Context: an optimization exercise on an open-source flow, tuned for small area. The choices shown serve that exercise and are no tape-out recipe.
The RTL was checked by simulation tests, not by an equivalence proof against the original design.
In every run shown here, the design's own scripts or RTL, not TritonCTS, make the clock network.
The clock input has no modelled driver; a real chip could not lean on it and would need a root buffer or a full tree.
Power and IR drop assume default switching activity.

### flow/run.sh
#!/bin/bash
# Own flow: the standard layout (standard.sh), with
#  - synthesis: flow/synth.tcl, the standard synthesis with an area-oriented
#    ABC script (flow/area.abc) for the final mapping;
#  - no adder extraction before ABC (ADDER_MAP_FILE empty), so ABC maps
#    all of the logic;
#  - port buffers: sky130_fd_sc_hd__buf_1 instead of the resizer's default.
# All tool output goes to flow_standard.log here and ORFS's logs under orfs/logs.
set -euo pipefail
W=$(pwd)
bash standard.sh \
  SYNTH_SCRIPT="$W/flow/synth.tcl" \
  AREA_ABC_SCRIPT="$W/flow/area.abc" \
  "BUFFER_PORTS_ARGS=-buffer_cell sky130_fd_sc_hd__buf_1" \
  ADDER_MAP_FILE= \
  PRE_CTS_TCL="$W/flow/clock_tree.tcl" \
  CLOCK_TREE_NBUF=3 \
  CLOCK_TREE_BUF=sky130_fd_sc_hd__clkbuf_16 \
  CLOCK_TREE_ROOT= \
  finish > "$W/flow_standard.log" 2>&1
### design.v
module seg_decoder
(
    input[3:0]      bin_data,
    output reg[6:0] seg_data
);
wire A,B,C,D;
assign A = bin_data[3];
assign B = bin_data[2];
assign C = bin_data[1];
assign D = bin_data[0];
always@(*)
begin
	seg_data[6] = (~A&~B&~C) | ~A&B&C&D | A&B&~C&~D;
	seg_data[5] = (~A&~B&D) | (~A&~B&C) | (~A&C&D) | (A&B&~C&D);
	seg_data[4] = (~A&D) | (~A&B&~C) | (~B&~C&D);
	seg_data[3] = (~A&~B&~C&D) | (~A&B&~C&~D) + (B&C&D) + (A&~B&C&~D);
	seg_data[2] = (~A&~B&C&~D) | (A&B&~D) | (A&B&C);
	seg_data[1] = (~A&B&~C&D) | (B&C&~D) | (A&B&~D) | (A&C&D);
	seg_data[0] = (~A&~B&~C&D) | (~A&B&~C&~D) | (A&B&~C&D) | (A&~B&C&D);
end
endmodule
module display(
	input        clk,
	input        rst_n,
	input  [7:0] data,
	output [5:0] seg_sel,
	output [7:0] seg_data
);
localparam [15:0] TERM = 16'd61807;
reg [15:0] timer;
reg [2:0]  slot;
wire term = timer == TERM;
wire fb   = ~(timer[15] ^ timer[2]);
wire slot0 = ~slot[2] & ~slot[0];
wire slot1 = ~slot[1] & slot[0];
wire [6:0] seg;
seg_decoder dec(
	.bin_data (slot0 ? data[7:4] : data[3:0]),
	.seg_data (seg)
);
assign seg_sel  = {4'b1111, ~slot1, ~slot0};
assign seg_data = {1'b1, (slot0 | slot1) ? seg : 7'h7f};
always @(posedge clk or negedge rst_n)
begin
	if (!rst_n)
	begin
		timer <= TERM;
		slot <= 3'b100;
	end
	else
	begin
		timer <= {timer[14:0], fb ^ term};
		if (term)
			slot <= {slot[1:0], ~slot[2]};
	end
end
endmodule
module uart_rx #(
	parameter SYNC = 2           
)(
	input        clk,
	input        rst_n,
	input        rx,
	output [7:0] rx_data,
	output       last            
);
localparam [8:0] S217 = 9'd261;
reg [SYNC-1:0] sync;
reg [3:0]      phase;
reg [8:0]      cnt;
reg [7:0]      rx_buffer;
wire rxs  = sync[SYNC-1];
wire term = cnt[7:0] == 8'hd5;    
wire fb   = ~(cnt[8] ^ cnt[4]);
wire idle = ~phase[3] & (phase[1:0] == 2'd0);
assign rx_data = rx_buffer;
assign last    = ~phase[3] & (phase[1:0] == 2'd2) & term;
always @(posedge clk or negedge rst_n)
	if (!rst_n)
		sync <= {SYNC{1'b1}};
	else
		sync <= {sync[SYNC-2:0], rx};
always @(posedge clk)
	cnt <= idle ? S217 : {cnt[7:0], fb ^ term};
always @(posedge clk or negedge rst_n)
begin
	if (!rst_n)
	begin
		phase <= 4'd0;
		rx_buffer <= 8'd0;
	end
	else if (phase[3])
	begin
		if (term)
		begin
			rx_buffer[phase[2:0]] <= rxs;
			phase <= (phase[2:0] == 3'd7) ? 4'd2 : phase + 4'd1;
		end
	end
	else
	case (phase[1:0])
		2'd0: if (!rxs) phase <= 4'd1;
		2'd1: if (term) phase <= rxs ? 4'd0 : 4'd8;
		2'd2: if (term) phase <= 4'd3;
		2'd3:
		begin
			rx_buffer <= rx_buffer ^ 8'h11;
			phase <= 4'd0;
		end
	endcase
end
endmodule
module uart_tx(
	input        clk,
	input        rst_n,
	input        activate,
	input  [7:0] data,
	output       active,
	output       tx,
	output       done
);
localparam [8:0] S0 = 9'd426;
reg [3:0] phase;
reg [8:0] cnt;
reg [7:0] tx_data;
wire term = cnt[7:0] == 8'hd5;
wire fb   = ~(cnt[8] ^ cnt[4]);
wire ready = ~phase[3] & ~phase[2] & ~phase[1];    
wire capt  = ~phase[3] & phase[2] & ~phase[0];
wire start = ~phase[3] & phase[2] & phase[0];
wire stop  = ~phase[3] & ~phase[2] & phase[1];
assign tx     = phase[3] ? tx_data[phase[2:0]] : ~start;
assign active = phase[3] | phase[2] | (stop & ~term);
assign done   = (ready & phase[0]) | (stop & term);
always @(posedge clk)
	cnt <= capt ? S0 : {cnt[7:0], fb ^ term};
always @(posedge clk)
	if (ready & activate)
		tx_data <= data;
always @(posedge clk or negedge rst_n)
begin
	if (!rst_n)
		phase <= 4'd0;
	else if (phase[3])
	begin
		if (term)
			phase <= (phase[2:0] == 3'd7) ? 4'd2 : phase + 4'd1;
	end
	else if (ready)
		phase <= activate ? 4'd4 : 4'd0;
	else if (capt)
		phase <= 4'd5;
	else if (term)
		phase <= start ? 4'd8 : 4'd1;
end
endmodule
module uart_display(
	input 		clk,
	input 		rst_n,
	input			rx,
	input			rx_key,
	output		tx,
	output		done,
	output 		active,
	output[5:0] seg_sel,
	output[7:0]	seg_data
);
wire        last;
wire [7:0]  data;
wire [7:0]  key;
uart_rx #(.SYNC(3)) uart_rx0(
	.clk(clk),
	.rst_n(rst_n),
	.rx(rx),
	.rx_data(data),
	.last(last)
);
uart_rx #(.SYNC(2)) uart_rx1(
	.clk(clk),
	.rst_n(rst_n),
	.rx(rx_key),
	.rx_data(key),
	.last()
);
uart_tx uart_tx0(
	.clk(clk),
	.rst_n(rst_n),
	.activate(last),
	.data(data ^ key),
	.active(active),
	.tx(tx),
	.done(done)
);
display seg_scan_m0(
	.clk(clk),
	.rst_n(rst_n),
	.data(data),
	.seg_sel(seg_sel),
	.seg_data(seg_data)
);
endmodule
### standard.sh
#!/bin/bash
# synth_recipe.tcl (not shown) runs the flow's synth.tcl, then flattens the netlist and writes it again
# the make line also repeats each setting of config.mk as NAME=value (left out here)
make -C /OpenROAD-flow-scripts/flow DESIGN_CONFIG=/design/flow/config.mk WORK_HOME=/design/flow/orfs CLKGATE_MAP_FILE= SYNTH_SCRIPT=/design/flow/synth_recipe.tcl "${@:-finish}"
### flow/area.abc
strash
&get -n
&deepsyn -T 20
&put
&get -n
&dch -f
&nf -a -R 1000
&put
topo
dnsize -c
### flow/synth.tcl
# The standard synthesis (synth_recipe.tcl), with the final ABC mapping
# run with an area-oriented script (flow/area.abc) instead of ORFS's speed
# script. Registers are mapped before ABC and are not touched by it.
proc synth {args} { yosys synth -nofsm -noshare {*}$args }
proc abc {args} {
  set i [lsearch -exact $args -script]
  if { $i >= 0 } { lset args [expr { $i + 1 }] $::env(AREA_ABC_SCRIPT) }
  yosys abc {*}$args
}
source $::env(SCRIPTS_DIR)/synth.tcl
# left out here: clear keep_hierarchy, flatten, clean up, hide names made inside functions, write 1_2_yosys.v
### constraint.sdc
create_clock -name core_clock -period 20.0 [get_ports {clk}]
set_input_delay 4.0000 -clock core_clock [delete_from_list [all_inputs] [get_ports {clk}]]
set_output_delay 4.0000 -clock core_clock [all_outputs]
set_load 0.01 [all_outputs]
### flow/clock_tree.tcl
# Clock tree for this small design, used in place of TritonCTS: sourced as
# PRE_CTS_TCL, it redefines clock_tree_synthesis to build the tree below.
# The flip-flops are split into CLOCK_TREE_NBUF groups by k-means on their
# placed locations; each group is driven by one CLOCK_TREE_BUF buffer at its
# centre. The leaf buffers are driven by the clock port, or, with
# CLOCK_TREE_ROOT set, by one buffer of that type at the centre of the leaves.
# Every flip-flop is the same number of buffers away from the port.
proc clock_tree_kmeans { pts k } {
  # pts: list of {item x y}; returns list of k groups (lists of pts)
  set n [llength $pts]
  set sorted [lsort -integer -index 1 $pts]
  set cents {}
  for { set c 0 } { $c < $k } { incr c } {
    set p [lindex $sorted [expr { ($c * $n + $n / 2) / $k }]]
    lappend cents [list [lindex $p 1] [lindex $p 2]]
  }
  set cap [expr { ($n + $k - 1) / $k + 2 }]
  for { set iter 0 } { $iter < 30 } { incr iter } {
    # balanced assignment: points in order of their best distance, each to
    # the nearest centre with room left
    set cand {}
    foreach p $pts {
      set ds {}
      for { set c 0 } { $c < $k } { incr c } {
        set cx [lindex $cents $c 0]
        set cy [lindex $cents $c 1]
        lappend ds [list $c [expr { abs([lindex $p 1] - $cx) + abs([lindex $p 2] - $cy) }]]
      }
      set ds [lsort -integer -index 1 $ds]
      lappend cand [list $p $ds [lindex $ds 0 1]]
    }
    set cand [lsort -integer -index 2 $cand]
    set groups {}
    set fill {}
    for { set c 0 } { $c < $k } { incr c } {
      lappend groups {}
      lappend fill 0
    }
    foreach e $cand {
      foreach d [lindex $e 1] {
        set c [lindex $d 0]
        if { [lindex $fill $c] < $cap } {
          lset groups $c [concat [lindex $groups $c] [list [lindex $e 0]]]
          lset fill $c [expr { [lindex $fill $c] + 1 }]
          break
        }
      }
    }
    set newc {}
    for { set c 0 } { $c < $k } { incr c } {
      set g [lindex $groups $c]
      if { [llength $g] == 0 } {
        lappend newc [lindex $cents $c]
        continue
      }
      set sx 0
      set sy 0
      foreach p $g {
        incr sx [lindex $p 1]
        incr sy [lindex $p 2]
      }
      lappend newc [list [expr { $sx / [llength $g] }] [expr { $sy / [llength $g] }]]
    }
    if { $newc == $cents } { break }
    set cents $newc
  }
  return $groups
}

proc clock_tree_synthesis { args } {
  set nbuf 4
  if { [info exists ::env(CLOCK_TREE_NBUF)] } { set nbuf $::env(CLOCK_TREE_NBUF) }
  set bufname sky130_fd_sc_hd__clkbuf_8
  if { [info exists ::env(CLOCK_TREE_BUF)] } { set bufname $::env(CLOCK_TREE_BUF) }
  set rootname ""
  if { [info exists ::env(CLOCK_TREE_ROOT)] } { set rootname $::env(CLOCK_TREE_ROOT) }
  set block [ord::get_db_block]
  set master [[ord::get_db] findMaster $bufname]
  set clk_port_net [[$block findBTerm clk] getNet]
  set sinks {}
  foreach it [$clk_port_net getITerms] {
    set inst [$it getInst]
    set box [$inst getBBox]
    lappend sinks [list $it [expr { ([$box xMin] + [$box xMax]) / 2 }] \
      [expr { ([$box yMin] + [$box yMax]) / 2 }]]
  }
  puts "clock tree: [llength $sinks] sinks, $nbuf x $bufname, root '$rootname'"
  set drv_net $clk_port_net
  if { $rootname != "" } {
    set rinst [odb::dbInst_create $block [[ord::get_db] findMaster $rootname] clkbuf_tree_root]
    set drv_net [odb::dbNet_create $block clk_tree_root]
    $drv_net setSigType CLOCK
    [$rinst findITerm A] connect $clk_port_net
    [$rinst findITerm X] connect $drv_net
  }
  set groups [clock_tree_kmeans $sinks $nbuf]
  set bx 0
  set by 0
  set b 0
  foreach group $groups {
    if { [llength $group] == 0 } { continue }
    set inst [odb::dbInst_create $block $master "clkbuf_tree_$b"]
    set net [odb::dbNet_create $block "clk_tree_$b"]
    $net setSigType CLOCK
    set sx 0
    set sy 0
    foreach s $group {
      set it [lindex $s 0]
      $it disconnect
      $it connect $net
      incr sx [lindex $s 1]
      incr sy [lindex $s 2]
    }
    set cnt [llength $group]
    [$inst findITerm A] connect $drv_net
    [$inst findITerm X] connect $net
    set x [expr { $sx / $cnt }]
    set y [expr { $sy / $cnt }]
    $inst setLocation $x $y
    $inst setPlacementStatus PLACED
    incr bx $x
    incr by $y
    puts "clock tree: clkbuf_tree_$b drives $cnt flip-flops"
    incr b
  }
  if { $rootname != "" } {
    $rinst setLocation [expr { $bx / $b }] [expr { $by / $b }]
    $rinst setPlacementStatus PLACED
  }
  set_propagated_clock [all_clocks]
}
### config.mk
export PLATFORM = sky130hd
export DESIGN_NAME = uart_display
export DESIGN_NICKNAME = uart_display
export VERILOG_FILES = /design/flow/design.v
export SDC_FILE = /design/flow/constraint.sdc
export NUM_CORES = 4
export LEC_CHECK = 0
export CAP_MARGIN = 20
export CORE_MARGIN = 2
export CORE_UTILIZATION = 40
export PLACE_DENSITY = 0.6
export SLEW_MARGIN = 20
==> run notes, run 1 <==
Avg WL per Cell=12.8 µm; Area contributors post-synth=dfrtp_1, dfxtp_1, dfstp_2, edfxtp_1, mux2_1; max-slew violation count=0; Worst Setup Start Kind=flip-flop; row cnt=33; vias in the first global route=2043; Resize count post-CTS=0; run status=no timing/DRC/antenna violations; GP Congestion=between 0.8 and 0.9; initial antenna violation count=0; final hold viol count=0; Hold Crit Class=reg2reg; Vias=~2200; Die Height=just under 100 µm; DRC=0; Initial Utilization=41.8%; share of the synthesized area in the top cell type=25.2%; Post-Synthesis Cells=312; final core utilization=roughly 45%; skew final=between 15 and 20 ps; design area=around 3700 µm²; Setup Buffers After CTS=0; FMAX=147 MHz; First-pass DRT Iterations=4; top-count cell post-synth=dfrtp_1; mapped cell area=around 3500 µm²; setup tns final=0 ps; die area=9440 µm²; unrepaired setup endpoints after global routing=no; Non-Filler Instances=roughly 440; Post-synth EDFFs=8; I/O pins=21; CTS clock-pin slew for the worst setup and hold paths=between 100 and 150 ps; CP Capture Type=primary output; clock insertion delay at the later pin of the skew report=170 ps; pin count of the biggest net entering global routing=53; Synth cell types=42; Design Power=0.250 mW; Power Dens Cells=67.3 nW/µm²; Inst Count DP=~430; Worst EP arrival=between 2000 and 3000 ps; CP Class=reg2out; met2 Usage GRT=between 10% and 20%; 1st-iter DRT viols=81; syn avg cell area=11.1 µm²; final WL=about 5600 µm; pre-CTS setup slack=~13000 ps; Post-synth top cells=dfrtp_1, nand2_1, nor2_1; hpwl dp=3980 µm; Final Worst Setup Slack=about 13000 ps; nets@finish=roughly 340; flops & latches, synth=87; met1 track demand over resource=~17%; Hold Buf Count CTS=0; gr ovfl total=0; total track usage=11.4%; worst vdd ir=~0.000042 V; post-synthesis async set-or-reset flop share=59.8%; final period utilization=between 30% and 40%; n_diodes=0; Die X=just under 100 µm; first-pass GRT wire length=9410 µm; Core Box Area=8300 µm²; Crit path required time=16000 ps; sequential share of the synthesized area=60.6%; yosys warns=5; hold_ws=around 350 ps; ANT nets after route=0; Area Growth Syn to Fin=7.17%; ys flop type=dfrtp_1; Worst-Margin Slew=1140 ps; final setup violation count=0; max_slew headroom=23.5%; Via density=between 5 and 6; Area after DPL=between 3000 and 4000 µm²; min Tclk post-route=between 6000 and 7000 ps; CP Max Fanout=7; Buffers on Ports=15; met3 usage=less than 1%; global route hottest layer=met2; layout cells sized above 1=6.97%; Synth area leader=dfrtp_1; Leakage=1.57 nW; count of maximum capacitance violations=0
## where the power goes
group / leakage, nW / internal (mW) / switching, mW
Combinational: 0.612 / 0.000369 / 0.00249
Clock: 0.0370 / 0.0278 / 0.0411
Sequential: 0.919 / 0.178 / 0.000614
## metal layers
layer	vias to the layer above	routed length [µm]	share of wire, %
met2	18	2510	45
met1	1073	2880	52
li1	1134	-	-
met3	3	133	2.4
met5	-	0	0
met4	0	59	1.1
## kinds of logic after synthesis
| logic type | Yosys count | share of synthesized area (%) |
|---|---|---|
| simple gates | 136 | 20.1 |
| flops | 87 | 60.6 |
| compound gates | 46 | 8.29 |
| mux | 18 | 6.06 |
| xor+xnor | 12 | 3.03 |
| buf+inv | 12 | 1.84 |
| other cells | 1 | 0.108 |
## critical path, cell delays in order, from the launching register on
cell and delay [ps]:
dfrtp_1 430, nor2_1 460, mux2i_1 560, nand2_1 110, nand2_1 100, o211ai_1 130
o21ai_0 270, a21oi_1 100, a311o_1 300, buf_1 150
## layout by cell type (no fill, tap or decap), types with 2 or more instances in the layout
cell type	count
a211oi_1	2
o211ai_1	2
dfstp_2	17
conb_1	5
o31a_1	2
clkbuf_16	3
mux2_1	14
o21ai_0	9
nand4bb_1	2
nand3_1	9
nand4b_1	3
o22ai_1	5
edfxtp_1	8
xor2_1	10
nor2_1	30
nand2_1	32
nor3_1	11
o221ai_1	3
dfxtp_1	27
xnor2_1	2
a31oi_1	4
or2_0	9
nand2b_1	6
mux2i_1	3
nor2b_1	19
nor4_1	4
buf_1	14
and3_1	2
nand4_1	3
dfrtp_1	35
clkinv_1	7
a21oi_1	14
a21o_1	2
## layout make-up
type                       count  area, µm²
sequential                    87       2100
fill                         782       4580
timing repair buffer          16       65.1
buffer                         3       75.1
inverter                       7       26.3
multi-input combinational    217       1320
tap                          105        131
## path summary, 6_finish.rpt
path / from / end / slack [ps] / cells past startpoint
max in group asynchronous: rst_n / uart_rx1.rx_buffer[3] / 15640 / 2
setup reg to reg: uart_rx0.cnt[4] / uart_tx0.tx_data[2] / 17740 / 4
min in group asynchronous: rst_n / uart_rx0.rx_buffer[2] / 3940 / 2
setup / recovery: seg_scan_m0.slot[0] / seg_data[6] / 13210 / 9
hold reg to reg: uart_rx1.sync[0] / uart_rx1.sync[1] / 350 / 0
hold / removal: uart_rx1.sync[0] / uart_rx1.sync[1] / 350 / 0
## sequential cells by signal, summed over array words and instances (netlist names)
| register | count |
|---|---|
| seg_scan_m0.slot | 3 |
| seg_scan_m0.timer | 16 |
| uart_rx0.cnt | 9 |
| uart_rx0.phase | 4 |
| uart_rx0.rx_buffer | 8 |
| uart_rx0.sync | 3 |
| uart_rx1.cnt | 9 |
| uart_rx1.phase | 4 |
| uart_rx1.rx_buffer | 8 |
| uart_rx1.sync | 2 |
| uart_tx0.cnt | 9 |
| uart_tx0.phase | 4 |
| uart_tx0.tx_data | 8 |
==> inputs of run 2 (changes only) <==
--- a/flow/run.sh
+++ b/flow/run.sh
@@ -17,4 +17,5 @@
   CLOCK_TREE_NBUF=3 \
   CLOCK_TREE_BUF=sky130_fd_sc_hd__clkbuf_16 \
   CLOCK_TREE_ROOT= \
+  SKIP_REPAIR_TIE_FANOUT=1 \
   finish > "$W/flow_standard.log" 2>&1
--- a/config.mk
+++ b/config.mk
@@ -7,6 +7,6 @@
 export LEC_CHECK = 0
 export CAP_MARGIN = 20
 export CORE_MARGIN = 2
-export CORE_UTILIZATION = 40
-export PLACE_DENSITY = 0.6
+export CORE_UTILIZATION = 70
+export PLACE_DENSITY = 0.85
 export SLEW_MARGIN = 20
==> run 2 against run 1 <==
Still clean on timing, DRC and antenna. Synthesized area stayed put. Register-to-register slack gained 250 ps. Sequential share of layout area grew 0.89 points. Cell count fell by 9.4%. Routed wire length is 2.4% lower. Clock skew decreased by 13 ps. Flip-flop and latch count did not move. Critical endpoint unchanged. Highest routed layer unchanged.
==> run notes, run 2 <==
gr ovfl total=0 (unchanged); Via density=5.78 (was 5.12); CTS clock-pin slew for the worst setup and hold paths=100 ps (was 110 ps); ANT nets after route=0 (unchanged); Hold Crit Class=reg2reg (unchanged); Area contributors post-synth=dfrtp_1, dfxtp_1, dfstp_2, edfxtp_1, mux2_1 (unchanged); clock insertion delay at the later pin of the skew report=160 ps (was 170 ps); pin count of the biggest net entering global routing=53 (unchanged); Power Dens Cells=68.2 nW/µm² (was 67.3 nW/µm²); Post-Synthesis Cells=312 (unchanged); first-pass GRT wire length=9250 µm (was 9410 µm); Core Box Area=4750 µm² (was 8300 µm²); initial antenna violation count=0 (unchanged); Initial Utilization=73.0% (was 41.8%); CP Class=reg2out (unchanged); Avg WL per Cell=13.8 µm (was 12.8 µm); Biggest register=seg_scan_m0.timer (unchanged); min Tclk post-route=6740 ps (was 6790 ps); ys flop type=dfrtp_1 (unchanged); Hold Buf Count CTS=0 (unchanged); Design Power=0.250 mW (about the same); Area after DPL=3580 µm² (was 3640 µm²); Worst Setup Start Kind=flip-flop (unchanged); sequential share of the synthesized area=60.6% (unchanged); Setup Buffers After CTS=0 (unchanged); I/O pins=21 (unchanged); total track usage=20.7% (was 11.4%); mapped cell area=3470 µm² (unchanged); Die X=74.4 µm (was 97.2 µm); max-slew violation count=0 (unchanged); most frequent cells in the layout=dfrtp_1, nand2_1, nor2_1 (unchanged); GP Congestion=0.803 (was 0.826); design area=3660 µm² (was 3720 µm²); yosys warns=5 (unchanged); 1st-iter DRT viols=95 (was 81); unrepaired setup endpoints after global routing=no (unchanged); max_slew headroom=40.8% (was 23.5%); Worst-Margin Slew=880 ps (was 1140 ps); DRC=0 (unchanged); Synth cell types=42 (unchanged); Synth area leader=dfrtp_1 (unchanged); top-count cell post-synth=dfrtp_1 (unchanged); worst vdd ir=0.0000827 V (was 0.0000424 V); n_diodes=0 (unchanged); setup tns final=0 ps (unchanged); nets@finish=333 (was 336); final setup violation count=0 (unchanged); final hold viol count=0 (unchanged); share of the synthesized area in the top cell type=25.2% (unchanged); FMAX=148 MHz (was 147 MHz); Crit path required time=16000 ps (about the same); layout cells sized above 1=7.34% (was 6.97%); run status=no timing/DRC/antenna violations (unchanged); vias in the first global route=2143 (was 2043); commonest non-fill, non-tap cell in the layout=dfrtp_1 (unchanged); syn avg cell area=11.1 µm² (unchanged); Area Growth Syn to Fin=5.52% (was 7.17%); Resize count post-CTS=0 (unchanged); row cnt=25 (was 33); count of maximum capacitance violations=0 (unchanged); Vias=2278 (was 2228); skew final=5.44 ps (was 18.3 ps); post-synthesis async set-or-reset flop share=59.8% (unchanged); Post-synth top cells=dfrtp_1, nand2_1, nor2_1 (unchanged); Buffers on Ports=15 (unchanged); final WL=5450 µm (was 5580 µm); flops & latches, synth=87 (unchanged); reg2reg setup slack=17990 ps (was 17740 ps); die area=5540 µm² (was 9440 µm²); max reg flops=16 (unchanged); First-pass DRT Iterations=5 (was 4); hpwl dp=3840 µm (was 3980 µm); Leakage=1.56 nW (was 1.57 nW); Post-synth EDFFs=8 (unchanged); CP Capture Type=primary output (unchanged); Worst EP arrival=2740 ps (was 2790 ps); final period utilization=33.7% (was 33.9%); CP Max Fanout=7 (unchanged); Die Height=74.4 µm (was 97.2 µm)
==> run 2: logic make-up (layout without fill, tap and decap cells) <==
| family | count (synthesis) | count (layout) | synth area share (%) |
|---|---|---|---|
| AND/OR/NAND/NOR | 136 | 136 | 20.1 |
| flip-flops | 87 | 87 | 60.6 |
| AO/OA/AOI/OAI | 46 | 46 | 8.29 |
| multiplexers | 18 | 18 | 6.06 |
| XOR/XNOR | 12 | 12 | 3.03 |
| buffers and inverters | 12 | 27 | 1.84 |
| other | 1 | 1 | 0.108 |
==> run 2: power breakdown <==
group | leakage, nW | switching [mW] | internal (mW)
Combinational | 0.604 | 0.00242 | 0.000369
Sequential | 0.919 | 0.000600 | 0.178
Clock | 0.0370 | 0.0406 | 0.0277
Total | 1.56 | 0.0436 | 0.206
==> run 2: path summary, 6_finish.rpt <==
kind,from,endpoint,cells past startpoint
setup / recovery,seg_scan_m0.slot[0],seg_data[6],9
hold / removal,uart_rx0.sync[0],uart_rx0.sync[1],0
setup reg to reg,uart_rx0.cnt[4],uart_tx0.tx_data[4],5
hold reg to reg,uart_rx0.sync[0],uart_rx0.sync[1],0
max in group asynchronous,rst_n,uart_rx0.rx_buffer[3],2
min in group asynchronous,rst_n,seg_scan_m0.slot[0],2
==> run 2: critical path: stages, from the launching register on <==
cell and delay (ps):
dfrtp_1 430, nor2_1 440, mux2i_1 570, nand2_1 100, nand2_1 100, o211ai_1 170
o21ai_0 280, a21oi_1 100, a311o_1 270, buf_1 120
==> run 2: stage by stage <==
step	worst slack [ps]	util (%)	cells	hold slack, ps
floorplan	13880	-	312	345
global placement	13680	75.3	390	347
detailed placement	13510	75.3	390	347
CTS	13310	76.9	393	363
global route	12970	77.0	394	366
finish	13260	77.0	394	362
==> run 2: cell type report <==
class | count | area, µm²
repair buffers | 17 | 70.1
flip-flops and latches | 87 | 2100
plain buffers | 3 | 75.1
multi-input cells | 213 | 1300
inverters | 7 | 26.3
fillers | 326 | 1090
well taps | 67 | 83.8
==> run 2: layer usage <==
metal	vias up	wire length (µm)	GRT usage, %
li1	1121	-	-
met2	45	2740	37.2
met3	6	129	1.49
met5	-	0	0
met4	0	74	3.77
met1	1106	2510	28.1
==> inputs of run 3 (changes only) <==
--- a/flow/run.sh
+++ b/flow/run.sh
@@ -14,8 +14,7 @@
   "BUFFER_PORTS_ARGS=-buffer_cell sky130_fd_sc_hd__buf_1" \
   ADDER_MAP_FILE= \
   PRE_CTS_TCL="$W/flow/clock_tree.tcl" \
-  CLOCK_TREE_NBUF=3 \
-  CLOCK_TREE_BUF=sky130_fd_sc_hd__clkbuf_16 \
+  CLOCK_TREE_NBUF=4 \
+  CLOCK_TREE_BUF=sky130_fd_sc_hd__clkbuf_8 \
   CLOCK_TREE_ROOT= \
-  SKIP_REPAIR_TIE_FANOUT=1 \
   finish > "$W/flow_standard.log" 2>&1
==> run 3 against run 2 <==
Routed wire length up 3.6%. Synthesized cell count unchanged. Critical path depth unchanged. First-iteration DRC count up 130%. Utilization about the same. Final area about the same. Global-route usage up 0.30 points. Largest cell class unchanged.
==> run notes, run 3 <==
n_diodes=0 (unchanged); Buffers on Ports=15 (unchanged); max-slew violation count=0 (unchanged); DRC=0 (unchanged); max_slew headroom=44.2% (was 40.8%); final period utilization=33.9% (was 33.7%); Via density=5.71 (was 5.78); Core Box Area=4750 µm² (unchanged); row cnt=25 (unchanged); pin count of the biggest net entering global routing=53 (unchanged); most frequent CP cell=nand2_1 (unchanged); syn avg cell area=11.1 µm² (unchanged); min Tclk post-route=6770 ps (was 6740 ps); Synth area leader=dfrtp_1 (unchanged); worst vdd ir=0.0000620 V (was 0.0000827 V); total track usage=21.0% (was 20.7%); Die X=74.4 µm (unchanged); Post-synth top cells=dfrtp_1, nand2_1, nor2_1 (unchanged); Setup Buffers After CTS=0 (unchanged); top-count cell post-synth=dfrtp_1 (unchanged); most frequent cells in the layout=dfrtp_1, nand2_1, nor2_1 (unchanged); GP Congestion=1.02 (was 0.803); Crit path largest cell delay=600 ps (was 570 ps); Area contributors post-synth=dfrtp_1, dfxtp_1, dfstp_2, edfxtp_1, mux2_1 (unchanged); ANT nets after route=0 (unchanged); Crit path required time=16000 ps (about the same); unrepaired setup endpoints after global routing=no (unchanged); Simple-Gate Fraction of Synth Area=20.1% (unchanged); worst reg2reg startpoint=uart_rx0.cnt[4] (unchanged); nets@finish=337 (was 333); Compound-Gate Fraction of Synth Area=8.29% (unchanged); flops & latches, synth=87 (unchanged); worst r2r path cells=4 (was 5); I/O pins=21 (unchanged); Initial Utilization=73.0% (unchanged); largest family of logic cells by synthesized area=simple AND/OR/NAND/NOR gates (unchanged); run status=no timing/DRC/antenna violations (unchanged); Inst Count DP=394 (was 390); reg2reg end=uart_tx0.tx_data[5] (was uart_tx0.tx_data[4]); max reg flops=16 (unchanged); CTS clock-pin slew for the worst setup and hold paths=120 ps (was 100 ps); 1st-iter DRT viols=220 (was 95); gr ovfl total=0 (unchanged); final WL=5650 µm (was 5450 µm); Synth cell types=42 (unchanged); layout cells sized above 1=7.85% (was 7.34%); # fillers=332 (was 326); count of maximum capacitance violations=0 (unchanged); Vias=2272 (was 2278); setup tns final=0 ps (unchanged); Worst-Margin Slew=830 ps (was 880 ps); Worst setup startpoint=seg_scan_m0.slot[0] (unchanged); first-pass GRT wire length=9360 µm (was 9250 µm); First-pass DRT Iterations=4 (was 5); worst setup path endpoint=seg_data[6] (unchanged); yosys warns=5 (unchanged); skew final=15.1 ps (was 5.44 ps); post-synthesis async set-or-reset flop share=59.8% (unchanged); Power Dens Cells=65.5 nW/µm² (was 68.2 nW/µm²); Synth Area in Adders=0% (unchanged); Slowest-stage cell, CP=mux2i_1 (unchanged); Biggest register=seg_scan_m0.timer (unchanged); clock insertion delay at the later pin of the skew report=170 ps (was 160 ps); Avg WL per Cell=14.2 µm (was 13.8 µm); Worst EP arrival=2770 ps (was 2740 ps); share of the synthesized area in the top cell type=25.2% (unchanged); die area=5540 µm² (unchanged); Resize count post-CTS=0 (unchanged); Hold Buf Count CTS=0 (unchanged); vias in the first global route=2116 (was 2143); mux contribution to synthesized area=6.06% (unchanged); CP Max Fanout=7 (unchanged); ys flop type=dfrtp_1 (unchanged); final setup violation count=0 (unchanged); Die Height=74.4 µm (unchanged); FMAX=148 MHz (about the same); Design Power=0.240 mW (was 0.250 mW); reg2reg setup slack=17990 ps (about the same); initial antenna violation count=0 (unchanged); sequential share of the synthesized area=60.6% (unchanged); Worst Setup Start Kind=flip-flop (unchanged); final hold viol count=0 (unchanged); mapped cell area=3470 µm² (unchanged); CP Capture Type=primary output (unchanged); Hold Crit Class=reg2reg (unchanged); Post-Synth XOR/XNOR Area=3.03% (unchanged); CP Class=reg2out (unchanged); hpwl dp=4080 µm (was 3840 µm); Non-Filler Instances=398 (was 394); Area Growth Syn to Fin=5.55% (was 5.52%); Post-Synthesis Cells=312 (unchanged); crit-path cells=nor2_1 > mux2i_1 > nand2_1 > nand2_1 > o211ai_1 > o21ai_0 > a21oi_1 > a311o_1 > buf_1 (unchanged); Leakage=1.56 nW (about the same); Post-synth EDFFs=8 (unchanged); commonest non-fill, non-tap cell in the layout=dfrtp_1 (unchanged)
[run 3: cell type report]
class,count,area [µm²],area share (%)
Sequential cell,87,2100,57.4
Multi-Input combinational cell,217,1330,36.3
Tap cell,67,83.8,2.29
Timing Repair Buffer,16,65.1,1.78
Buffer,4,55.1,1.50
Inverter,7,26.3,0.717
[run 3: per-layer routing]
metal	vias to the layer above	GRT usage [%]	part of all wire, %
met5	-	0	0
met4	0	2.78	0.81
met3	3	1.08	3.2
met2	41	35.9	48
met1	1096	31.2	48
li1	1132	-	-
[run 3: logic make-up (layout without fill, tap and decap cells)]
family                 after synthesis  in the layout
multiplexers                        18             18
flip-flops                          87             87
AO/OA/AOI/OAI                       46             46
other                                1              5
buffers and inverters               12             27
AND/OR/NAND/NOR                    136            136
XOR/XNOR                            12             12
[run 3: worst min path at each step]
stage / from / slack, ps / cells after the start / end
floorplan: uart_rx0.sync[0] / 350 / 0 / uart_rx0.sync[1]
global placement: uart_rx0.sync[0] / 350 / 0 / uart_rx0.sync[1]
detailed placement: uart_rx0.sync[1] / 350 / 0 / uart_rx0.sync[2]
CTS: seg_scan_m0.timer[1] / 360 / 0 / seg_scan_m0.timer[2]
global route: uart_rx0.sync[0] / 370 / 0 / uart_rx0.sync[1]
finish: uart_rx0.sync[1] / 370 / 0 / uart_rx0.sync[2]
[run 3: critical path: cells and delay by family (launching register included)]
kind | cells | cell delay (ps)
AO/OA/AOI/OAI | 4 | 790
buffers and inverters | 1 | 130
multiplexers | 1 | 600
AND/OR/NAND/NOR | 3 | 660
flip-flops | 1 | 440
[run 3: metrics by stage]
step	hold slack (ps)	utilization [%]	worst slack, ps	cell area (µm²)
floorplan	345	-	13880	3490
global placement	346	75.7	13680	3600
detailed placement	347	75.7	13460	3600
CTS	365	76.8	13250	3650
global route	367	77.1	13080	3660
finish	365	77.1	13230	3660
[run 3: power breakdown]
group | total (mW) | switching, mW | internal, mW
logic | 0.00281 | 0.00244 | 0.000369
clock network | 0.0583 | 0.0395 | 0.0188
registers | 0.179 | 0.000594 | 0.178
total | 0.240 | 0.0426 | 0.197
==> inputs of run 4 (changes only) <==
--- a/design.v
+++ b/design.v
@@ -26,11 +26,11 @@
 	output [5:0] seg_sel,
 	output [7:0] seg_data
 );
-localparam [15:0] TERM = 16'd61807;
+localparam [15:0] TERM = 16'd16689;
 reg [15:0] timer;
 reg [2:0]  slot;
-wire term = timer == TERM;
-wire fb   = ~(timer[15] ^ timer[2]);
+wire term = {timer[14:8], timer[6:0]} == {TERM[14:8], TERM[6:0]};
+wire fb   = ~(timer[15] ^ timer[8]);
 wire slot0 = ~slot[2] & ~slot[0];
 wire slot1 = ~slot[1] & slot[0];
 wire [6:0] seg;
==> flow/run.sh (replaced) <==
#!/bin/bash
# Own flow: the standard layout (standard.sh), with
#  - synthesis: flow/synth.tcl, the standard synthesis with an area-oriented
#    ABC script (flow/area.abc) for the final mapping;
#  - no adder extraction before ABC (ADDER_MAP_FILE empty), so ABC maps
#    all of the logic;
#  - port buffers: sky130_fd_sc_hd__buf_1 instead of the resizer's default;
#  - clock tree: flow/clock_tree.tcl (PRE_CTS_TCL) replaces TritonCTS with
#    three clkbuf_16 leaf buffers driven by the clock port, each at the
#    centre of its group of flip-flops;
#  - one tie cell for all constant outputs (SKIP_REPAIR_TIE_FANOUT).
# All tool output goes to flow_standard.log here and ORFS's logs under orfs/logs.
set -euo pipefail
W=$(pwd)
bash standard.sh \
  SYNTH_SCRIPT="$W/flow/synth.tcl" \
  AREA_ABC_SCRIPT="$W/flow/area.abc" \
  "BUFFER_PORTS_ARGS=-buffer_cell sky130_fd_sc_hd__buf_1" \
  ADDER_MAP_FILE= \
  PRE_CTS_TCL="$W/flow/clock_tree.tcl" \
  CLOCK_TREE_NBUF=3 \
  CLOCK_TREE_BUF=sky130_fd_sc_hd__clkbuf_16 \
  CLOCK_TREE_ROOT= \
  SKIP_REPAIR_TIE_FANOUT=1 \
  finish > "$W/flow_standard.log" 2>&1
==> run 4 against run 3 <==
Still clean. Combinational power is 6% higher. Sequential share of layout area about the same. Global-route usage grew 1.2 points. Worst setup slack got worse by 110 ps. Cell count increased by 0.25%. Worst hold slack worse by 12 ps. Via count rose by 3.6%. Critical path type unchanged. Critical endpoint is now seg_data[2].
==> run notes, run 4 <==
run status=no timing/DRC/antenna violations (unchanged); syn avg cell area=10.9 µm² (was 11.1 µm²); final hold viol count=0 (unchanged); top-count cell post-synth=dfrtp_1 (unchanged); global route hottest layer=met2 (unchanged); yosys warns=5 (unchanged); most frequent CP cell=nand2_1 (unchanged); area of the multi-input gates=1310 µm² (was 1330 µm²); Worst-Margin Slew=935 ps (was 830 ps); Via density=5.90 (was 5.71); # fillers=300 (was 332); final WL=5960 µm (was 5650 µm); ys flop type=dfrtp_1 (unchanged); Area contributors post-synth=dfrtp_1, dfxtp_1, dfstp_2, edfxtp_1, nor2b_1 (was dfrtp_1, dfxtp_1, dfstp_2, edfxtp_1, mux2_1); met3 usage=1.22% (was 1.08%); Worst EP arrival=2880 ps (was 2770 ps); CP Capture Type=primary output (unchanged); hpwl dp=4180 µm (was 4080 µm); mapped cell area=3450 µm² (was 3470 µm²); Core Box Area=4720 µm² (was 4750 µm²); Final Worst Setup Slack=13120 ps (was 13230 ps); Power Dens Cells=68.3 nW/µm² (was 65.5 nW/µm²); Biggest register=seg_scan_m0.timer (unchanged); skew final=10.2 ps (was 15.1 ps); share of the synthesized area in the top cell type=29.7% (was 25.2%); Post-synth top cells=dfrtp_1, nand2_1, dfxtp_1 (was dfrtp_1, nand2_1, nor2_1); Hold Buf Count CTS=0 (unchanged); Logic pwr share=1.2% (about the same); min Tclk post-route=6880 ps (was 6770 ps); 1st-iter DRT viols=156 (was 220); Seq pwr share=71.5% (was 74.5%); Area Growth Syn to Fin=5.80% (was 5.55%); total track usage=22.2% (was 21.0%); FMAX=145 MHz (was 148 MHz); flops & latches, synth=87 (unchanged); Clock power frac=27.3% (was 24.3%); vias in the first global route=2130 (was 2116); First-pass DRT Iterations=5 (was 4); initial antenna violation count=0 (unchanged); die area=5510 µm² (was 5540 µm²); nets@finish=338 (was 337); pre-CTS setup slack=13390 ps (was 13460 ps); final period utilization=34.4% (was 33.9%); pin count of the biggest net entering global routing=47 (was 53); Slowest-stage cell, CP=mux2i_1 (unchanged); first-pass GRT wire length=9720 µm (was 9360 µm); gr ovfl total=0 (unchanged); layout cells sized above 1=5.42% (was 7.85%); post-synthesis async set-or-reset flop share=59.8% (unchanged); Synth cell types=45 (was 42); row cnt=25 (unchanged); met1 track demand over resource=30.9% (was 31.2%); commonest non-fill, non-tap cell in the layout=dfrtp_1 (unchanged); CTS clock-pin slew for the worst setup and hold paths=110 ps (was 120 ps); sequential share of the synthesized area=60.7% (was 60.6%); Switching Fraction=17.4% (was 17.8%); CP Max Fanout=8 (was 7); final setup violation count=0 (unchanged); Area after DPL=3570 µm² (was 3600 µm²); Die Height=74.2 µm (was 74.4 µm); Crit path required time=16000 ps (about the same); Worst Setup Start Kind=flip-flop (unchanged); Setup Buffers After CTS=0 (unchanged); most frequent cells in the layout=dfrtp_1, nand2_1, dfxtp_1 (was dfrtp_1, nand2_1, nor2_1); internal cell power=0.206 mW (was 0.197 mW); max-slew violation count=0 (unchanged); n_diodes=0 (unchanged); count of maximum capacitance violations=0 (unchanged); unrepaired setup endpoints after global routing=no (unchanged); storage element area=2100 µm² (about the same); I/O pins=21 (unchanged); Hold Crit Class=reg2reg (unchanged); max reg flops=16 (unchanged); hold_ws=353 ps (was 365 ps); P_sw=0.0433 mW (was 0.0426 mW); Avg WL per Cell=14.9 µm (was 14.2 µm); Buffers on Ports=15 (unchanged); crit-path cells=nor2_1 > mux2i_1 > nand2b_1 > nor2b_1 > nand3b_1 > o221a_1 > nand2_1 > nand2_1 > o21ai_0 > buf_1 (was nor2_1 > mux2i_1 > nand2_1 > nand2_1 > o211ai_1 > o21ai_0 > a21oi_1 > a311o_1 > buf_1); Post-Synthesis Cells=317 (was 312); clock insertion delay at the later pin of the skew report=160 ps (was 170 ps); ANT nets after route=0 (unchanged); Resize count post-CTS=0 (unchanged); max_slew headroom=37.2% (was 44.2%); CP Class=reg2out (unchanged); Leakage=1.58 nW (was 1.56 nW); DRC=0 (unchanged); setup tns final=0 ps (unchanged); design area=3650 µm² (was 3660 µm²); Die X=74.2 µm (was 74.4 µm); Crit path largest cell delay=590 ps (was 600 ps); Vias=2354 (was 2272); Initial Utilization=73.1% (was 73.0%); GP Congestion=0.913 (was 1.02); Synth area leader=dfrtp_1 (unchanged); Post-synth EDFFs=8 (unchanged); met2 Usage GRT=38.4% (was 35.9%); worst vdd ir=0.0000902 V (was 0.0000620 V)
-- run 4: layout make-up --
class | count | area share (%)
multi-input cells | 221 | 35.8
repair buffers | 17 | 1.99
well taps | 67 | 2.30
inverters | 4 | 0.411
plain buffers | 3 | 2.06
flip-flops and latches | 87 | 57.4
-- run 4: power groups by stage --
stage	logic (mW)	clock network (mW)	registers, mW
floorplan	0.00137	0	0.182
global placement	0.00305	0	0.182
detailed placement	0.00314	0	0.182
CTS	0.00311	0.0698	0.178
global route	0.00352	0.0753	0.179
finish	0.00297	0.0680	0.178
-- run 4: layer usage --
| layer | up-vias | routed length, µm |
|---|---|---|
| li1 | 1146 | - |
| met1 | 1130 | 2630 |
| met4 | 0 | 171 |
| met5 | - | 0 |
| met3 | 15 | 239 |
| met2 | 63 | 2920 |
-- run 4: worst paths after layout --
kind	startpoint	depth (start not counted)	slack (ps)	endpoint
worst max-delay path	seg_scan_m0.slot[0]	10	13120	seg_data[2]
worst min-delay path	seg_scan_m0.timer[7]	0	350	seg_scan_m0.timer[8]
worst max register to register	uart_rx1.cnt[5]	6	17930	uart_rx1.rx_buffer[1]
min in group asynchronous	rst_n	1	3640	uart_tx0.phase[1]
worst min register to register	seg_scan_m0.timer[7]	0	350	seg_scan_m0.timer[8]
max in group asynchronous	rst_n	2	15560	seg_scan_m0.timer[10]
-- run 4: cell families after synthesis --
kind of cell    share of synthesized area, %
mux                                     3.44
xor+xnor                                2.28
compound gates                          10.3
buf+inv                                 1.52
flops                                   60.7
other cells                            0.109
simple gates                            21.6
-- run 4: metrics by stage --
stage          instances  total power [mW]  utilization, %
4_1_cts              399             0.251            77.2
3_3_place_gp         396             0.185            75.6
6_report             399             0.249            77.3
2_1_floorplan        317             0.183               -
3_5_place_dp         396             0.185            75.6
5_1_grt              399             0.257            77.3
-- run 4: worst max-delay path: cells and delay by family (launching register included) --
| kind | cells | cell delay (ps) |
|---|---|---|
| simple gates | 6 | 1150 |
| mux | 1 | 590 |
| flops | 1 | 420 |
| buf+inv | 1 | 200 |
| compound gates | 2 | 360 |
==> inputs of run 5 (changes only) <==
--- a/flow/run.sh
+++ b/flow/run.sh
@@ -1,7 +1,7 @@
 #!/bin/bash
 # Own flow: the standard layout (standard.sh), with
 #  - synthesis: flow/synth.tcl, the standard synthesis with an area-oriented
-#    ABC script (flow/area.abc) for the final mapping;
+#    ABC script (flow/area.abc) for the final mapping, best of 8 seeds;
 #  - no adder extraction before ABC (ADDER_MAP_FILE empty), so ABC maps
 #    all of the logic;
 #  - port buffers: sky130_fd_sc_hd__buf_1 instead of the resizer's default;
@@ -15,6 +15,7 @@
 bash standard.sh \
   SYNTH_SCRIPT="$W/flow/synth.tcl" \
   AREA_ABC_SCRIPT="$W/flow/area.abc" \
+  "AREA_ABC_SEEDS=0 1 2 3 4 5 6 7" \
   "BUFFER_PORTS_ARGS=-buffer_cell sky130_fd_sc_hd__buf_1" \
   ADDER_MAP_FILE= \
   PRE_CTS_TCL="$W/flow/clock_tree.tcl" \
==> flow/synth.tcl (replaced) <==
# The standard synthesis (synth_recipe.tcl), with the final ABC mapping
# run with an area-oriented script (flow/area.abc) instead of ORFS's speed
# script. The script's &deepsyn step is run once for each random seed in
# AREA_ABC_SEEDS, each from the same starting netlist, and the mapping with
# the smallest cell area is kept. Registers are mapped before ABC and are not
# touched by it.
proc synth {args} { yosys synth -nofsm -noshare {*}$args }
proc abc {args} {
  set i [lsearch -exact $args -script]
  set lib [lindex $args [expr { [lsearch -exact $args -liberty] + 1 }]]
  set template [read [open $::env(AREA_ABC_SCRIPT)]]
  yosys design -save area_abc_start
  set best_area -1
  foreach seed $::env(AREA_ABC_SEEDS) {
    set script $::env(OBJECTS_DIR)/area_abc_seed$seed.abc
    set f [open $script w]
    puts -nonewline $f [string map [list "&deepsyn -T 20" "&deepsyn -T 20 -S $seed"] $template]
    close $f
    lset args [expr { $i + 1 }] $script
    yosys design -load area_abc_start
    yosys abc {*}$args
    set rpt $::env(OBJECTS_DIR)/area_abc_seed$seed.stat
    yosys tee -q -o $rpt stat -liberty $lib
    set area -1
    foreach line [split [read [open $rpt]] "\n"] {
      if { [regexp {Chip area for module.*:\s*([0-9.]+)} $line -> a] } { set area $a }
    }
    puts "area ABC seed $seed: cell area $area"
    if { $area >= 0 && ($best_area < 0 || $area < $best_area) } {
      set best_area $area
      yosys design -save area_abc_best
    }
  }
  yosys design -load area_abc_best
  puts "area ABC: kept the mapping with cell area $best_area"
}
source $::env(SCRIPTS_DIR)/synth.tcl
# left out here: clear keep_hierarchy, flatten, clean up, hide names made inside functions, write 1_2_yosys.v
--- a/config.mk
+++ b/config.mk
@@ -5,8 +5,10 @@
 export SDC_FILE = /design/flow/constraint.sdc
 export NUM_CORES = 4
 export LEC_CHECK = 0
-export CAP_MARGIN = 20
+export CAP_MARGIN = 0
 export CORE_MARGIN = 2
 export CORE_UTILIZATION = 70
+export GPL_ROUTABILITY_DRIVEN = 0
+export GPL_TIMING_DRIVEN = 0
 export PLACE_DENSITY = 0.85
-export SLEW_MARGIN = 20
+export SLEW_MARGIN = 0
==> run 5 against run 4 <==
Worst setup slack lost 36 ps. Clock power shrank 0.6%. Global-route usage fell by 1.2 points. Power grew 0.32%. First-iteration DRC count increased by 6.4%. Sequential share of layout area is essentially flat. Sequential power about the same. Worst hold slack better by 12 ps. Largest cell class unchanged. Critical path depth shrank 2. Clock skew down 2.3 ps.
==> run notes, run 5 <==
initial antenna violation count=0 (unchanged); final WL=5560 µm (was 5960 µm); count of maximum capacitance violations=0 (unchanged); pre-CTS setup slack=13260 ps (was 13390 ps); clock insertion delay at the later pin of the skew report=170 ps (was 160 ps); CP Max Fanout=6 (was 8); Hold Crit Class=reg2reg (unchanged); n_diodes=0 (unchanged); I/O pins=21 (unchanged); Resize count post-CTS=0 (unchanged); syn avg cell area=11.0 µm² (was 10.9 µm²); Area after DPL=3570 µm² (about the same); Post-synth EDFFs=8 (unchanged); Final Worst Setup Slack=13080 ps (was 13120 ps); max reg flops=16 (unchanged); CTS clock-pin slew for the worst setup and hold paths=100 ps (was 110 ps); Synth cell types=44 (was 45); Biggest register=seg_scan_m0.timer (unchanged); Post-synth top cells=dfrtp_1, nor2_1, nand2_1 (was dfrtp_1, nand2_1, dfxtp_1); # fillers=315 (was 300); DRC=0 (unchanged); Worst Setup Start Kind=flip-flop (unchanged); Core Box Area=4720 µm² (unchanged); Initial Utilization=72.2% (was 73.1%); CP Capture Type=primary output (unchanged); Leakage=1.56 nW (was 1.58 nW); met1 track demand over resource=28.6% (was 30.9%); Die Height=73.8 µm (was 74.2 µm); Post-Synthesis Cells=310 (was 317); vias in the first global route=2072 (was 2130); layout cells sized above 1=6.69% (was 5.42%); final hold viol count=0 (unchanged); Hold Buf Count CTS=0 (unchanged); most frequent cells in the layout=dfrtp_1, nor2_1, nand2_1 (was dfrtp_1, nand2_1, dfxtp_1); met3 usage=2.06% (was 1.22%); row cnt=25 (unchanged); Die X=73.8 µm (was 74.2 µm); post-synthesis async set-or-reset flop share=59.8% (unchanged); CP Class=reg2out (unchanged); share of the synthesized area in the top cell type=30.1% (was 29.7%); Area Growth Syn to Fin=6.93% (was 5.80%); final period utilization=34.6% (was 34.4%); hpwl dp=4080 µm (was 4180 µm); mapped cell area=3410 µm² (was 3450 µm²); crit-path cells=nor2_1 > mux2i_1 > xor2_1 > a31oi_1 > o21ai_0 > a221o_1 > o21ai_0 > buf_1 (was nor2_1 > mux2i_1 > nand2b_1 > nor2b_1 > nand3b_1 > o221a_1 > nand2_1 > nand2_1 > o21ai_0 > buf_1); max_slew headroom=39.8% (was 37.2%); Area contributors post-synth=dfrtp_1, dfxtp_1, dfstp_2, edfxtp_1, nor2_1 (was dfrtp_1, dfxtp_1, dfstp_2, edfxtp_1, nor2b_1); gr ovfl total=0 (unchanged); Avg WL per Cell=14.0 µm (was 14.9 µm); unrepaired setup endpoints after global routing=no (unchanged); First-pass DRT Iterations=4 (was 5); FMAX=145 MHz (about the same); hold_ws=364 ps (was 353 ps); Crit path required time=16000 ps (about the same); total track usage=20.9% (was 22.2%); worst r2r path cells=8 (was 6); first-pass GRT wire length=9160 µm (was 9720 µm); final setup violation count=0 (unchanged); sequential share of the synthesized area=61.4% (was 60.7%); commonest non-fill, non-tap cell in the layout=dfrtp_1 (unchanged); Vias=2247 (was 2354); 1st-iter DRT viols=166 (was 156); die area=5450 µm² (was 5510 µm²); pin count of the biggest net entering global routing=38 (was 47); most frequent CP cell=o21ai_0 (was nand2_1); Worst EP arrival=2920 ps (was 2880 ps); max-slew violation count=0 (unchanged); ys flop type=dfrtp_1 (unchanged); top-count cell post-synth=dfrtp_1 (unchanged); global route hottest layer=met2 (unchanged); Power Dens Cells=68.6 nW/µm² (was 68.3 nW/µm²); Crit path largest cell delay=540 ps (was 590 ps); yosys warns=5 (unchanged); worst vdd ir=0.0000621 V (was 0.0000902 V); flops & latches, synth=87 (unchanged); Hold Path Stages=0 (unchanged); Buffers on Ports=15 (unchanged); Non-Filler Instances=396 (was 399); skew final=7.96 ps (was 10.2 ps); Via density=5.67 (was 5.90); Design Power=0.250 mW (was 0.249 mW); Worst-Margin Slew=896 ps (was 935 ps); setup tns final=0 ps (unchanged); ANT nets after route=0 (unchanged); nets@finish=335 (was 338); design area=3650 µm² (about the same); Inst Count DP=393 (was 396); run status=no timing/DRC/antenna violations (unchanged); Slowest-stage cell, CP=mux2i_1 (unchanged); final core utilization=77.2% (was 77.3%); Synth area leader=dfrtp_1 (unchanged); met2 Usage GRT=37.9% (was 38.4%); Setup Buffers After CTS=0 (unchanged); reg2reg setup slack=17710 ps (was 17930 ps); min Tclk post-route=6920 ps (was 6880 ps)
## run 5: changes by cell type after synthesis, moves of 3 or more
cell      change
nor2_1        +7
nor2b_1       -5
clkinv_1      +4
nand3_1       -3
nand4_1       -3
nor3_1        -3
## run 5: area by class of cell
cell class / instances / area (µm²) / share of cell area, %
Buffer: 8 / 113 / 3.09
Inverter: 8 / 30.0 / 0.823
Multi-Input combinational cell: 210 / 1250 / 34.2
Sequential cell: 87 / 2100 / 57.4
Tap cell: 67 / 83.8 / 2.30
Timing Repair Buffer: 16 / 77.6 / 2.13
## run 5: final timing paths
| path | start | endpoint |
|---|---|---|
| worst max-delay path | seg_scan_m0.slot[0] | seg_data[1] |
| worst min-delay path | uart_rx0.sync[1] | uart_rx0.sync[2] |
| worst max register to register | uart_rx0.cnt[1] | uart_rx0.rx_buffer[0] |
| worst min register to register | uart_rx0.sync[1] | uart_rx0.sync[2] |
| max in group asynchronous | rst_n | uart_rx1.sync[1] |
| min in group asynchronous | rst_n | uart_tx0.phase[0] |
## run 5: worst max-delay path: cells and delay by family, from the launching register on
| kind | cells | cell delay (ps) |
|---|---|---|
| AND/OR/NAND/NOR | 1 | 480 |
| AO/OA/AOI/OAI | 4 | 990 |
| flip-flops | 1 | 440 |
| XOR/XNOR | 1 | 150 |
| buffers and inverters | 1 | 170 |
| multiplexers | 1 | 540 |
## run 5: metal layers
layer | part of all wire, % | wire length, µm
met1 | 45 | 2490
met3 | 3.5 | 192
met2 | 51 | 2840
met5 | 0 | 0
met4 | 0.58 | 32
## run 5: where the power goes
part           switching [mW]  internal [mW]
clock                  0.0399         0.0277
combinational         0.00294        0.00128
sequential           0.000420          0.178
total                  0.0432          0.207
## run 5: kinds of logic (layout without fill, tap and decap cells)
kind of cell | count (synthesis) | after routing | share of synthesized area [%]
XOR/XNOR | 12 | 12 | 3.08
multiplexers | 14 | 14 | 4.77
other | 1 | 1 | 0.110
flip-flops | 87 | 87 | 61.4
AO/OA/AOI/OAI | 50 | 50 | 8.91
buffers and inverters | 13 | 32 | 1.98
AND/OR/NAND/NOR | 133 | 133 | 19.7
==> inputs of run 6 (changes only) <==
--- a/config.mk
+++ b/config.mk
@@ -8,7 +8,5 @@
 export CAP_MARGIN = 0
 export CORE_MARGIN = 2
 export CORE_UTILIZATION = 70
-export GPL_ROUTABILITY_DRIVEN = 0
-export GPL_TIMING_DRIVEN = 0
 export PLACE_DENSITY = 0.85
 export SLEW_MARGIN = 0
==> run 6 against run 5 <==
Still clean on timing, DRC and antenna. Die area unchanged. First-iteration DRC count is 40% lower. Maximum frequency rose by 0.69%. Combinational power decreased by 27%. Clock skew grew 3.1 ps. Synthesized area stayed put. Worst setup slack improved by 47 ps. Largest cell class unchanged.
==> run notes, run 6 <==
ys flop type=dfrtp_1 (unchanged); yosys warns=5 (unchanged); most frequent CP cell=o21ai_0 (unchanged); max reg flops=16 (unchanged); mux contribution to synthesized area=4.77% (unchanged); Inst Count DP=388 (was 393); worst r2r path cells=8 (unchanged); design area=3600 µm² (was 3650 µm²); Synth cell types=44 (unchanged); count of maximum capacitance violations=0 (unchanged); final period utilization=34.3% (was 34.6%); Design Power=0.250 mW (about the same); Setup Buffers After CTS=0 (unchanged); Via density=5.65 (was 5.67); clock insertion delay at the later pin of the skew report=170 ps (about the same); Post-Synth XOR/XNOR Area=3.08% (unchanged); Crit path max-delay family=compound AO/OA/AOI/OAI gates (unchanged); row cnt=25 (unchanged); Non-Filler Instances=391 (was 396); Area Growth Syn to Fin=5.46% (was 6.93%); Post-Synthesis Cells=310 (unchanged); CP Capture Type=primary output (unchanged); total track usage=20.9% (about the same); Worst setup startpoint=seg_scan_m0.slot[0] (unchanged); flops & latches, synth=87 (unchanged); Avg WL per Cell=14.1 µm (was 14.0 µm); Leakage=1.54 nW (was 1.56 nW); hold_ws=364 ps (about the same); Slowest-stage cell, CP=mux2i_1 (unchanged); Worst-Margin Slew=902 ps (was 896 ps); CTS clock-pin slew for the worst setup and hold paths=90 ps (was 100 ps); Post-synth top cells=dfrtp_1, nor2_1, nand2_1 (unchanged); Hold Crit Class=reg2reg (unchanged); reg2reg setup slack=17720 ps (was 17710 ps); Compound-Gate Fraction of Synth Area=8.91% (unchanged); Worst path depth=8 (unchanged); setup tns final=0 ps (unchanged); skew final=11.1 ps (was 7.96 ps); First-pass DRT Iterations=4 (unchanged); Area after DPL=3520 µm² (was 3570 µm²); most frequent cells in the layout=dfrtp_1, nor2_1, nand2_1 (unchanged); worst vdd ir=0.0000714 V (was 0.0000621 V); crit-path cells=nor2_1 > mux2i_1 > xor2_1 > a31oi_1 > o21ai_0 > a221o_1 > o21ai_0 > buf_1 (unchanged); Initial Utilization=72.2% (unchanged); post-synthesis async set-or-reset flop share=59.8% (unchanged); Die X=73.8 µm (unchanged); worst setup path endpoint=seg_data[1] (unchanged); Post-synth EDFFs=8 (unchanged); ANT nets after route=0 (unchanged); pin count of the biggest net entering global routing=53 (was 38); CP Max Fanout=7 (was 6); FMAX=146 MHz (was 145 MHz); unrepaired setup endpoints after global routing=no (unchanged); commonest non-fill, non-tap cell in the layout=dfrtp_1 (unchanged); largest family of logic cells by synthesized area=simple AND/OR/NAND/NOR gates (unchanged); Hold Buf Count CTS=0 (unchanged); share of the synthesized area in the top cell type=30.1% (unchanged); Resize count post-CTS=0 (unchanged); I/O pins=21 (unchanged); Core Box Area=4720 µm² (unchanged); Buffers on Ports=15 (unchanged); Biggest register=seg_scan_m0.timer (unchanged); hpwl dp=4030 µm (was 4080 µm); reg2reg end=uart_rx0.rx_buffer[0] (unchanged); max-slew violation count=0 (unchanged); Die Height=73.8 µm (unchanged); mapped cell area=3410 µm² (unchanged); Area contributors post-synth=dfrtp_1, dfxtp_1, dfstp_2, edfxtp_1, nor2_1 (unchanged); 1st-iter DRT viols=99 (was 166); die area=5450 µm² (unchanged); Crit path required time=16000 ps (about the same); Crit path largest cell delay=520 ps (was 540 ps); first-pass GRT wire length=9150 µm (was 9160 µm); Worst Setup Start Kind=flip-flop (unchanged); min Tclk post-route=6870 ps (was 6920 ps); sequential share of the synthesized area=61.4% (unchanged); CP Class=reg2out (unchanged); worst reg2reg startpoint=uart_rx0.cnt[1] (unchanged); run status=no timing/DRC/antenna violations (unchanged); initial antenna violation count=0 (unchanged); final hold viol count=0 (unchanged); final setup violation count=0 (unchanged); GP Congestion=just over 0.8; top-count cell post-synth=dfrtp_1 (unchanged); max_slew headroom=39.4% (was 39.8%); Worst EP arrival=2870 ps (was 2920 ps); Simple-Gate Fraction of Synth Area=19.7% (unchanged); syn avg cell area=11.0 µm² (unchanged); Worst Path Buf+Inv=1 (unchanged); Vias=2209 (was 2247); nets@finish=330 (was 335); Synth area leader=dfrtp_1 (unchanged); DRC=0 (unchanged); n_diodes=0 (unchanged); Power Dens Cells=69.4 nW/µm² (was 68.6 nW/µm²); vias in the first global route=2115 (was 2072); gr ovfl total=0 (unchanged); layout cells sized above 1=5.25% (was 6.69%); final WL=5510 µm (was 5560 µm); Synth Area in Adders=0% (unchanged)
run 6: cell counts after synthesis:
Identical to the previous run, type by type.
run 6: logic make-up (layout without fill, tap and decap cells):
kind of cell,after synthesis,in the layout
AO/OA/AOI/OAI,50,50
multiplexers,14,14
other,1,1
flip-flops,87,87
XOR/XNOR,12,12
AND/OR/NAND/NOR,133,133
buffers and inverters,13,27
run 6: layout make-up:
| class | count | area (µm²) |
|---|---|---|
| plain buffers | 3 | 75.1 |
| fillers | 295 | 1120 |
| inverters | 8 | 30.0 |
| multi-input cells | 210 | 1250 |
| flip-flops and latches | 87 | 2100 |
| well taps | 67 | 83.8 |
| repair buffers | 16 | 65.1 |
run 6: per-layer routing:
metal	GRT usage, %	share of wire (%)	up-vias
li1	-	-	1103
met1	27.5	46	1064
met2	38.5	50	36
met3	1.10	2.4	6
met4	3.84	1.2	0
met5	0	0	-
run 6: per-stage QoR:
| step | utilization (%) | setup slack (ps) |
|---|---|---|
| 2_1_floorplan | - | 13480 |
| 3_3_place_gp | 74.6 | 13530 |
| 3_5_place_dp | 74.6 | 13360 |
| 4_1_cts | 76.2 | 13140 |
| 5_1_grt | 76.2 | 12760 |
| 6_report | 76.2 | 13130 |
run 6: power breakdown:
part | total, mW | switching [mW] | leakage (nW) | internal, mW
Sequential | 0.178 | 0.000409 | 0.944 | 0.178
Combinational | 0.00308 | 0.00269 | 0.556 | 0.000385
Clock | 0.0682 | 0.0405 | 0.0370 | 0.0277
run 6: worst min-delay path by stage:
stage | from | end | slack, ps | depth (start not counted)
5_1_grt | seg_scan_m0.timer[7] | seg_scan_m0.timer[8] | 370 | 0
2_1_floorplan | seg_scan_m0.timer[7] | seg_scan_m0.timer[8] | 330 | 0
4_1_cts | seg_scan_m0.timer[7] | seg_scan_m0.timer[8] | 360 | 0
6_report | seg_scan_m0.timer[7] | seg_scan_m0.timer[8] | 360 | 0
3_5_place_dp | seg_scan_m0.timer[7] | seg_scan_m0.timer[8] | 340 | 0
3_3_place_gp | seg_scan_m0.timer[7] | seg_scan_m0.timer[8] | 340 | 0
run 6: worst register-to-register path: stages, from the launching register on:
cell     delay (ps)
dfxtp_1         330
or4_1           570
nor2_1          360
nand2_1         130
or2_0           270
nor3_1          220
nor3_1           80
a21o_1          170
a21oi_1         110
==> inputs of run 7 (changes only) <==
--- a/config.mk
+++ b/config.mk
@@ -5,8 +5,8 @@
 export SDC_FILE = /design/flow/constraint.sdc
 export NUM_CORES = 4
 export LEC_CHECK = 0
-export CAP_MARGIN = 0
+export CAP_MARGIN = 20
 export CORE_MARGIN = 2
 export CORE_UTILIZATION = 70
 export PLACE_DENSITY = 0.85
-export SLEW_MARGIN = 0
+export SLEW_MARGIN = 20
==> run 7 against run 6 <==
Flip-flop and latch count stayed put. Via count unchanged. Sequential power about the same. Clock power about the same. Synthesized cell count did not move. Worst setup slack is the same. Global-route usage is the same. Cell count is the same. Final area unchanged. Critical path type unchanged. Largest cell class unchanged. Highest routed layer unchanged.
==> run notes, run 7 <==
Die Height=73.8 µm (unchanged); hpwl dp=4030 µm (unchanged); n_diodes=0 (unchanged); Setup Buffers After CTS=0 (unchanged); skew final=11.1 ps (unchanged); ANT nets after route=0 (unchanged); Initial Utilization=72.2% (unchanged); top-count cell post-synth=dfrtp_1 (unchanged); reg2reg setup slack=17720 ps (about the same); Die X=73.8 µm (unchanged); sequential share of the synthesized area=61.4% (unchanged); post-synthesis async set-or-reset flop share=59.8% (unchanged); final setup violation count=0 (unchanged); Hold Crit Class=reg2reg (unchanged); worst reg2reg startpoint=uart_rx0.cnt[1] (unchanged); ys flop type=dfrtp_1 (unchanged); Vias=2209 (unchanged); Worst setup startpoint=seg_scan_m0.slot[0] (unchanged); first-pass GRT wire length=9150 µm (unchanged); hold_ws=364 ps (unchanged); final WL=5510 µm (unchanged); max-slew violation count=0 (unchanged); Area contributors post-synth=dfrtp_1, dfxtp_1, dfstp_2, edfxtp_1, nor2_1 (unchanged); Synth area leader=dfrtp_1 (unchanged); clock insertion delay at the later pin of the skew report=170 ps (about the same); final period utilization=34.3% (unchanged); min Tclk post-route=6870 ps (unchanged); syn avg cell area=11.0 µm² (unchanged); worst r2r path cells=8 (unchanged); row cnt=25 (unchanged); First-pass DRT Iterations=4 (unchanged); final hold viol count=0 (unchanged); gr ovfl total=0 (unchanged); pin count of the biggest net entering global routing=53 (unchanged); Post-synth EDFFs=8 (unchanged); DRC=0 (unchanged); I/O pins=21 (unchanged); Resize count post-CTS=0 (unchanged); reg2reg end=uart_rx0.rx_buffer[0] (unchanged); unrepaired setup endpoints after global routing=no (unchanged); GP Congestion=0.828 (unchanged); worst setup path endpoint=seg_data[1] (unchanged); max_slew headroom=39.4% (unchanged); CTS clock-pin slew for the worst setup and hold paths=90 ps (about the same); Buffers on Ports=15 (unchanged); Leakage=1.54 nW (unchanged); count of maximum capacitance violations=0 (unchanged); CP Max Fanout=7 (unchanged); commonest non-fill, non-tap cell in the layout=dfrtp_1 (unchanged); run status=no timing/DRC/antenna violations (unchanged); share of the synthesized area in the top cell type=30.1% (unchanged); Post-synth top cells=dfrtp_1, nor2_1, nand2_1 (unchanged); Area Growth Syn to Fin=5.46% (unchanged); total track usage=20.9% (unchanged); setup tns final=0 ps (unchanged); Worst Setup Start Kind=flip-flop (unchanged); vias in the first global route=2115 (unchanged); die area=5450 µm² (unchanged); flops & latches, synth=87 (unchanged); Core Box Area=4720 µm² (unchanged); Crit path required time=16000 ps (about the same); worst vdd ir=0.0000714 V (unchanged); nets@finish=330 (unchanged); max reg flops=16 (unchanged); most frequent cells in the layout=dfrtp_1, nor2_1, nand2_1 (unchanged); CP Class=reg2out (unchanged); Worst EP arrival=2870 ps (about the same); Final Worst Setup Slack=13130 ps (unchanged); pre-CTS setup slack=13360 ps (unchanged); initial antenna violation count=0 (unchanged); mapped cell area=3410 µm² (unchanged); Hold Buf Count CTS=0 (unchanged); Power Dens Cells=69.4 nW/µm² (unchanged); FMAX=146 MHz (unchanged); Post-Synthesis Cells=310 (unchanged); Worst-Margin Slew=902 ps (unchanged); Avg WL per Cell=14.1 µm (unchanged); 1st-iter DRT viols=99 (unchanged); Via density=5.65 (unchanged); yosys warns=5 (unchanged); Hold Path Stages=0 (unchanged); layout cells sized above 1=5.25% (unchanged); Biggest register=seg_scan_m0.timer (unchanged); CP Capture Type=primary output (unchanged); Synth cell types=44 (unchanged)
==> run 7: final cells by class <==
cell class | count | area, µm²
flip-flops and latches | 87 | 2100
multi-input cells | 210 | 1250
fillers | 295 | 1120
well taps | 67 | 83.8
inverters | 8 | 30.0
plain buffers | 3 | 75.1
repair buffers | 16 | 65.1
==> run 7: worst min-delay path by stage <==
stage,from,end,slack [ps]
6_report,seg_scan_m0.timer[7],seg_scan_m0.timer[8],360
2_1_floorplan,seg_scan_m0.timer[7],seg_scan_m0.timer[8],330
3_5_place_dp,seg_scan_m0.timer[7],seg_scan_m0.timer[8],340
3_3_place_gp,seg_scan_m0.timer[7],seg_scan_m0.timer[8],340
4_1_cts,seg_scan_m0.timer[7],seg_scan_m0.timer[8],360
5_1_grt,seg_scan_m0.timer[7],seg_scan_m0.timer[8],370
==> run 7: power by group <==
group	internal [mW]	total [mW]	leakage (nW)	switching, mW
sequential	0.178	0.178	0.944	0.000409
clock	0.0277	0.0682	0.0370	0.0405
combinational	0.000385	0.00308	0.556	0.00269
==> run 7: worst max-delay path, stage by stage (launching register included) <==
cell and delay (ps):
dfrtp_1 430, nor2_1 450, mux2i_1 520, xor2_1 160
a31oi_1 260, o21ai_0 180, a221o_1 410, o21ai_0 140
buf_1 170
==> run 7: logic make-up after synthesis <==
kind of cell / count (synthesis) / share of synthesized area (%)
simple gates: 133 / 19.7
flops: 87 / 61.4
compound gates: 50 / 8.91
buf+inv: 13 / 1.98
xor+xnor: 12 / 3.08
other cells: 1 / 0.110
mux: 14 / 4.77
==> run 7: metal layers <==
layer | vias to the layer above | GRT usage, % | wire [µm]
li1 | 1103 | - | -
met1 | 1064 | 27.5 | 2530
met2 | 36 | 38.5 | 2780
met3 | 6 | 1.10 | 134
met4 | 0 | 3.84 | 67
met5 | - | 0 | 0
==> run 7: stage by stage <==
| step | total power [mW] | area (µm²) | std cells | util [%] |
|---|---|---|---|---|
| after global routing | 0.259 | 3600 | 391 | 76.2 |
| after detailed placement | 0.185 | 3520 | 388 | 74.6 |
| final | 0.250 | 3600 | 391 | 76.2 |
| after global placement | 0.185 | 3520 | 388 | 74.6 |
| after CTS | 0.251 | 3600 | 391 | 76.2 |
| after floorplan | 0.183 | 3410 | 310 | - |

Check on run 7: ideal ports give 13.131 ns setup slack; a clkbuf_16 on the clock port and buf_2 on the inputs give 13.068 ns; moving port delays by the midpoint clock arrival (0.223 ns) as well gives 13.291 ns.
